This is an optimization exercise on Yosys and OpenROAD, whose aim is small area, a short achievable clock period and few clock cycles per item, not a production implementation. RTL that was checked went through simulation tests only; none was proved equivalent to the original. No activity file was given, so power comes from the tool's default toggle rates.

==> run P: inputs <==
Design seq_multiplier, start of the top module:
module seq_multiplier #(
    parameter N = 32
)(
    input  wire clk,
    input  wire rst,
    input  wire start,
    input  wire [N-1:0] multiplicand,
    input  wire [N-1:0] multiplier,
    output wire [2*N-1:0] product,
    output wire busy,
    output wire done
);
Settings: LEC_CHECK=0, CAP_MARGIN=20, CORE_MARGIN=2, CORE_UTILIZATION=40, SETUP_SLACK_MARGIN=2.6, SLEW_MARGIN=20, TNS_END_PERCENT=10; clock period 4.5 ns.
standard.sh (not shown) runs the stock make flow with config.mk's settings and CLKGATE_MAP_FILE= SYNTH_SCRIPT=/design/flow/synth_recipe.tcl, a recipe that flattens the netlist after the stock synthesis.
==> flow/flow/run.sh <==
#!/bin/bash
# Layout flow: the standard ORFS flow (standard.sh, unchanged synthesis), with
#  - port buffers made of sky130_fd_sc_hd__buf_2 instead of the default delay-cell buffers;
#  - clock tree synthesis without dummy load cells, with larger sink clusters.
# make's full output goes to make_finish.log in the work folder; ORFS keeps each step's log
# under orfs/logs/.
set -euo pipefail
CTS="-sink_clustering_enable -repair_clock_nets -dont_use_dummy_load -sink_clustering_size 30 -buf_list sky130_fd_sc_hd__clkbuf_16"
bash standard.sh "BUFFER_PORTS_ARGS=-buffer_cell sky130_fd_sc_hd__buf_2" "CTS_ARGS=$CTS" finish > make_finish.log 2>&1
test -f out/final.def
==> inputs of run X, as changes to run P <==
--- a/flow/design.v
+++ b/flow/design.v
@@ -6,42 +6,39 @@
     input  wire start,
     input  wire [N-1:0] multiplicand,
     input  wire [N-1:0] multiplier,
     output wire [2*N-1:0] product,
     output wire busy,
     output wire done
 );
-  reg busy_q, idle_r, done_r, cpa2_r, first_r;
+  reg busy_q, idle_r, done_r, cpa_r, first_r;
   reg [3:0] cnt;
   reg [31:0] plo;           
   reg [31:0] phi;           
   reg [34:0] s, c;          
   reg [3:0] px, py;         
   reg cf;                   
-  reg [3:0] lo;             
-  reg [2:0] bg, bp;         
-  reg nan, oa, ta, nb, ob, tb;   
-  wire na = ~nan;              
+  reg na, oa, ta, nb, ob, tb;   
   assign busy = busy_q;
   assign done = done_r;
   assign product = {phi, plo};
-  wire busy_n = ~rst & (idle_r ? start : ~cpa2_r);
+  wire busy_n = ~rst & (idle_r ? start : ~cpa_r);
   always @(posedge clk) begin
     busy_q  <= busy_n;           
     idle_r  <= ~busy_n;          
-    done_r  <= ~rst & ~idle_r & cpa2_r;
-    cpa2_r  <= ~rst & ~idle_r & (cnt == 4'd9);
+    done_r  <= ~rst & ~idle_r & cpa_r;
+    cpa_r   <= ~rst & ~idle_r & (cnt == 4'd8);
     cnt     <= idle_r ? 4'd1 : cnt + 4'd1;
     first_r <= idle_r;
   end
   wire m7 = (cnt == 4'd7);                   
   wire [2:0] tra = idle_r ? {multiplier[2:1], 1'b0} : plo[6:4];
   wire [2:0] trb = idle_r ? multiplier[4:2] : {plo[8] & ~m7, plo[7:6]};
   always @(posedge clk) begin
-    nan <= ~tra[2];
+    na <= tra[2];
     oa <= tra[1] ^ tra[0];
     ta <= (tra[2] & ~tra[1] & ~tra[0]) | (~tra[2] & tra[1] & tra[0]);
     nb <= trb[2];
     ob <= trb[1] ^ trb[0];
     tb <= (trb[2] & ~trb[1] & ~trb[0]) | (~trb[2] & trb[1] & trb[0]);
   end
   wire [33:0] mcx = {1'b0, multiplicand, 1'b0};
@@ -320,32 +317,19 @@
   wire pp262 = sb[32] ^ nb;
   wire fs260 = ta35 ^ pp262 ^ fc256;
   wire fc261 = (ta35 & pp262) | (ta35 & fc256) | (pp262 & fc256);
   wire fs263 = ta36 ^ ~nb ^ fc261;
   wire fc264 = (ta36 & ~nb) | (ta36 & fc261) | (~nb & fc261);
   wire [38:0] x = {1'b0, 1'b1, fs263, fs260, fc253, fc245, fc237, fc229, fc221, fc213, fc205, fc197, fc189, fc181, fc173, fc165, fc157, fc149, fc141, fc133, fc125, fc117, fc109, fc101, fc93, fc85, fc77, fc69, fc61, fc53, fc45, fc37, fc29, fc21, fc12, fc5, fc2, pp3, ce[0]};
   wire [38:0] y = {1'b0, fc264, 1'b0, fc258, fs257, fs252, fs244, fs236, fs228, fs220, fs212, fs204, fs196, fs188, fs180, fs172, fs164, fs156, fs148, fs140, fs132, fs124, fs116, fs108, fs100, fs92, fs84, fs76, fs68, fs60, fs52, fs44, fs36, fs28, fs20, fs11, fs4, fs1, se[0]};
-  wire [4:0] lo5 = {1'b0, px} + {1'b0, py} + {4'd0, cf};
-  wire [8:0] a0 = {1'b0, s[7:0]}   + {1'b0, c[7:0]};
-  wire [8:0] a1 = {1'b0, s[15:8]}  + {1'b0, c[15:8]};
-  wire [8:0] a2 = {1'b0, s[23:16]} + {1'b0, c[23:16]};
-  wire [7:0] a3 = s[31:24] + c[31:24];
-  wire k1 = bg[0] | (bp[0] & cf);
-  wire k2 = bg[1] | (bp[1] & bg[0]) | (bp[1] & bp[0] & cf);
-  wire k3 = bg[2] | (bp[2] & bg[1]) | (bp[2] & bp[1] & bg[0]) | (bp[2] & bp[1] & bp[0] & cf);
-  wire [7:0] i0 = phi[7:0]   + {7'd0, cf};
-  wire [7:0] i1 = phi[15:8]  + {7'd0, k1};
-  wire [7:0] i2 = phi[23:16] + {7'd0, k2};
-  wire [7:0] i3 = phi[31:24] + {7'd0, k3};
+  wire [4:0] chunk = {1'b0, px} + {1'b0, py} + {4'd0, cf};
+  wire [36:0] full = {s[31:0], px, 1'b1} + {c[31:0], py, cf};
   always @(posedge clk) begin
-    plo <= idle_r ? multiplier : {lo, plo[31:4]};
-    lo  <= lo5[3:0];
-    phi <= cpa2_r ? {i3, i2, i1, i0} : {a3, a2[7:0], a1[7:0], a0[7:0]};
-    bg  <= {a2[8], a1[8], a0[8]};
-    bp  <= {&a2[7:0], &a1[7:0], &a0[7:0]};
+    plo <= idle_r ? multiplier : {chunk[3:0], plo[31:4]};
+    phi <= full[36:5];
     s   <= x[38:4];
     c   <= y[38:4];
     px  <= idle_r ? 4'd0 : x[3:0];
     py  <= idle_r ? 4'd0 : y[3:0];
-    cf  <= ~idle_r & lo5[4];
+    cf  <= ~idle_r & chunk[4];
   end
 endmodule
==> flow/flow/run.sh (replaced) <==
#!/bin/bash
# Layout flow: the standard ORFS flow (standard.sh, unchanged synthesis), with the port
# buffers made of sky130_fd_sc_hd__buf_2 instead of the default delay-cell buffers.
# make's full output goes to make_finish.log in the work folder; ORFS keeps each step's log
# under orfs/logs/.
set -euo pipefail
bash standard.sh "BUFFER_PORTS_ARGS=-buffer_cell sky130_fd_sc_hd__buf_2" finish > make_finish.log 2>&1
test -f out/final.def
==> flow/config.mk (replaced) <==
export PLATFORM = sky130hd
export DESIGN_NAME = seq_multiplier
export DESIGN_NICKNAME = seq_multiplier
export VERILOG_FILES = /design/flow/design.v
export SDC_FILE = /design/flow/constraint.sdc
export NUM_CORES = 4
export LEC_CHECK = 0
export CAP_MARGIN = 20
export CORE_MARGIN = 2
export CORE_UTILIZATION = 40
export CTS_BUF_LIST = sky130_fd_sc_hd__clkbuf_8
export CTS_CLUSTER_SIZE = 40
export SETUP_SLACK_MARGIN = 2.7
export SLEW_MARGIN = 20
==> inputs of run K, as changes to run P <==
--- a/flow/design.v
+++ b/flow/design.v
@@ -6,42 +6,39 @@
     input  wire start,
     input  wire [N-1:0] multiplicand,
     input  wire [N-1:0] multiplier,
     output wire [2*N-1:0] product,
     output wire busy,
     output wire done
 );
-  reg busy_q, idle_r, done_r, cpa2_r, first_r;
+  reg busy_q, idle_r, done_r, cpa_r, first_r;
   reg [3:0] cnt;
   reg [31:0] plo;           
   reg [31:0] phi;           
   reg [34:0] s, c;          
   reg [3:0] px, py;         
   reg cf;                   
-  reg [3:0] lo;             
-  reg [2:0] bg, bp;         
-  reg nan, oa, ta, nb, ob, tb;   
-  wire na = ~nan;              
+  reg na, oa, ta, nb, ob, tb;   
   assign busy = busy_q;
   assign done = done_r;
   assign product = {phi, plo};
-  wire busy_n = ~rst & (idle_r ? start : ~cpa2_r);
+  wire busy_n = ~rst & (idle_r ? start : ~cpa_r);
   always @(posedge clk) begin
     busy_q  <= busy_n;           
     idle_r  <= ~busy_n;          
-    done_r  <= ~rst & ~idle_r & cpa2_r;
-    cpa2_r  <= ~rst & ~idle_r & (cnt == 4'd9);
+    done_r  <= ~rst & ~idle_r & cpa_r;
+    cpa_r   <= ~rst & ~idle_r & (cnt == 4'd8);
     cnt     <= idle_r ? 4'd1 : cnt + 4'd1;
     first_r <= idle_r;
   end
   wire m7 = (cnt == 4'd7);                   
   wire [2:0] tra = idle_r ? {multiplier[2:1], 1'b0} : plo[6:4];
   wire [2:0] trb = idle_r ? multiplier[4:2] : {plo[8] & ~m7, plo[7:6]};
   always @(posedge clk) begin
-    nan <= ~tra[2];
+    na <= tra[2];
     oa <= tra[1] ^ tra[0];
     ta <= (tra[2] & ~tra[1] & ~tra[0]) | (~tra[2] & tra[1] & tra[0]);
     nb <= trb[2];
     ob <= trb[1] ^ trb[0];
     tb <= (trb[2] & ~trb[1] & ~trb[0]) | (~trb[2] & trb[1] & trb[0]);
   end
   wire [33:0] mcx = {1'b0, multiplicand, 1'b0};
@@ -320,32 +317,19 @@
   wire pp262 = sb[32] ^ nb;
   wire fs260 = ta35 ^ pp262 ^ fc256;
   wire fc261 = (ta35 & pp262) | (ta35 & fc256) | (pp262 & fc256);
   wire fs263 = ta36 ^ ~nb ^ fc261;
   wire fc264 = (ta36 & ~nb) | (ta36 & fc261) | (~nb & fc261);
   wire [38:0] x = {1'b0, 1'b1, fs263, fs260, fc253, fc245, fc237, fc229, fc221, fc213, fc205, fc197, fc189, fc181, fc173, fc165, fc157, fc149, fc141, fc133, fc125, fc117, fc109, fc101, fc93, fc85, fc77, fc69, fc61, fc53, fc45, fc37, fc29, fc21, fc12, fc5, fc2, pp3, ce[0]};
   wire [38:0] y = {1'b0, fc264, 1'b0, fc258, fs257, fs252, fs244, fs236, fs228, fs220, fs212, fs204, fs196, fs188, fs180, fs172, fs164, fs156, fs148, fs140, fs132, fs124, fs116, fs108, fs100, fs92, fs84, fs76, fs68, fs60, fs52, fs44, fs36, fs28, fs20, fs11, fs4, fs1, se[0]};
-  wire [4:0] lo5 = {1'b0, px} + {1'b0, py} + {4'd0, cf};
-  wire [8:0] a0 = {1'b0, s[7:0]}   + {1'b0, c[7:0]};
-  wire [8:0] a1 = {1'b0, s[15:8]}  + {1'b0, c[15:8]};
-  wire [8:0] a2 = {1'b0, s[23:16]} + {1'b0, c[23:16]};
-  wire [7:0] a3 = s[31:24] + c[31:24];
-  wire k1 = bg[0] | (bp[0] & cf);
-  wire k2 = bg[1] | (bp[1] & bg[0]) | (bp[1] & bp[0] & cf);
-  wire k3 = bg[2] | (bp[2] & bg[1]) | (bp[2] & bp[1] & bg[0]) | (bp[2] & bp[1] & bp[0] & cf);
-  wire [7:0] i0 = phi[7:0]   + {7'd0, cf};
-  wire [7:0] i1 = phi[15:8]  + {7'd0, k1};
-  wire [7:0] i2 = phi[23:16] + {7'd0, k2};
-  wire [7:0] i3 = phi[31:24] + {7'd0, k3};
+  wire [4:0] chunk = {1'b0, px} + {1'b0, py} + {4'd0, cf};
+  wire [36:0] full = {s[31:0], px, 1'b1} + {c[31:0], py, cf};
   always @(posedge clk) begin
-    plo <= idle_r ? multiplier : {lo, plo[31:4]};
-    lo  <= lo5[3:0];
-    phi <= cpa2_r ? {i3, i2, i1, i0} : {a3, a2[7:0], a1[7:0], a0[7:0]};
-    bg  <= {a2[8], a1[8], a0[8]};
-    bp  <= {&a2[7:0], &a1[7:0], &a0[7:0]};
+    plo <= idle_r ? multiplier : {chunk[3:0], plo[31:4]};
+    phi <= full[36:5];
     s   <= x[38:4];
     c   <= y[38:4];
     px  <= idle_r ? 4'd0 : x[3:0];
     py  <= idle_r ? 4'd0 : y[3:0];
-    cf  <= ~idle_r & lo5[4];
+    cf  <= ~idle_r & chunk[4];
   end
 endmodule
==> flow/flow/run.sh (replaced) <==
#!/bin/bash
# Layout flow: the standard ORFS flow (standard.sh, unchanged synthesis), with the port
# buffers made of sky130_fd_sc_hd__buf_2 instead of the default delay-cell buffers.
# make's full output goes to make_finish.log in the work folder; ORFS keeps each step's log
# under orfs/logs/.
set -euo pipefail
bash standard.sh "BUFFER_PORTS_ARGS=-buffer_cell sky130_fd_sc_hd__buf_2" finish > make_finish.log 2>&1
test -f out/final.def
==> flow/config.mk (replaced) <==
export PLATFORM = sky130hd
export DESIGN_NAME = seq_multiplier
export DESIGN_NICKNAME = seq_multiplier
export VERILOG_FILES = /design/flow/design.v
export SDC_FILE = /design/flow/constraint.sdc
export NUM_CORES = 4
export LEC_CHECK = 0
export CAP_MARGIN = 20
export CORE_MARGIN = 2
export CORE_UTILIZATION = 40
export SETUP_SLACK_MARGIN = 2.7
export SLEW_MARGIN = 20
==> comparison <==
Run X finished clean. Run P produced a clean layout. Run K passed the timing, DRC and antenna checks.
In run X the combinational power is larger than in run P, by about 80%.
Fmax: run P > run X > run K.
Global-route usage: run K is higher than run P (4.0 points).
Routed wire length: run K is larger than run P (about 27%).
The highest first-iteration DRC count belongs to run K, the lowest to run P.
Between run K and run P, the lower clock power is in run P (gap 28%, measured against run P).
Between run X and run K, the lower cell count is in run X (gap 0.69%, measured against run K).
Between run K and run P, the lower sequential cell count is in run K (gap 11).
Clock skew, highest first: run P, run X, run K.
Sequential share of layout area: run K < run X < run P.
Area after synthesis is the same in run K and run X.
==> figures <==
metric                                                                                 run P                      run X                       run K
Multi-input combinational gate total                                                     741                        762                         761
Synthesized area per cell                                                           9.51 um2                   9.12 um2                    9.12 um2
Run status                                                          timing/DRC/antenna clean   timing/DRC/antenna clean    timing/DRC/antenna clean
FF-to-FF setup slack                                                                 2450 ps                    2200 ps                     2190 ps
Area fraction of clock buffers and clock inverters                                     3.53%                      3.12%                       4.33%
Met1 capacity usage during global routing                                              22.7%                      27.8%                       28.2%
Worst Max-Slew Pin Slew                                                               614 ps                     623 ps                      610 ps
Row Count                                                                                 58                         57                          57
Post-synthesis mux area share                                                          6.27%                      3.39%                       3.39%
Signal buf overhead                                                                    7.52%                      12.2%                       12.8%
Gp weighted congestion                                                                 0.803                      0.869                       0.869
CP bufs+invs                                                                               1                          2                           0
Number of DRC markers after the initial detailed-route iteration                         370                        433                         518
Floorplan die width                                                                   165 um                     161 um                      161 um
Stages on worst setup path                                                                 7                         11                           8
Post-synthesis adder-cell area fraction                                                20.8%                      20.2%                       20.2%
Post-layout util                                                                       47.7%                      58.7%                       60.5%
Share of total power in sequential cells                                               33.6%                      23.2%                       22.0%
Shortest clock period the worst path allows after layout                             2050 ps                    2300 ps                     2310 ps
Routed WL                                                                          23,200 um                  28,800 um                   29,400 um
Worst slew margin relative to its limit                                                59.1%                      58.4%                       59.3%
Fraction of power spent switching nets                                                 39.9%                      45.9%                       44.6%
Clk Tree Root Cell                                                sky130_fd_sc_hd__clkbuf_16  sky130_fd_sc_hd__clkbuf_8  sky130_fd_sc_hd__clkbuf_16
Testbench counts of run P, summed over its fixed seeds: cycles 19,200, items 1,600.
The RTL of run X and run K was laid out without a check of its function.

separate check: timing with driven ports:
How much do the figures lean on ideal ports? The routed layouts below were timed once more, with nothing changed but the port constraints.
Step 1, drivers: a clkbuf_16 drives clk and a buf_2 each remaining input, both assumed.
Step 2 moves the port delays by t, midway between the first and last clock arrival at a register: inputs arrive t later, outputs are due t later. That takes back most of the time a late clock gives input paths.
Slacks: ideal / step 1 / step 2; pairs: ideal / step 1.
run | t, ns | setup WS [ns] | hold slack, ns | worst setup path after step 2 | slew at the worst register clock pin (ns)
run P | 0.466 | 2.451 / 2.451 / 2.056 | 0.443 / 0.443 / 0.443 | input to register | 0.08 / 0.08
run X | 0.518 | 2.196 / 2.196 / 1.922 | 0.447 / 0.447 / 0.447 | input to register | 0.12 / 0.12
run K | 0.485 | 2.193 / 2.193 / 1.987 | 0.439 / 0.439 / 0.439 | input to register | 0.09 / 0.09
After both steps every run listed still meets setup and hold. The setup slack of run P, which loses most, moves by 0.000 ns with the drivers and by -0.395 ns with both steps.
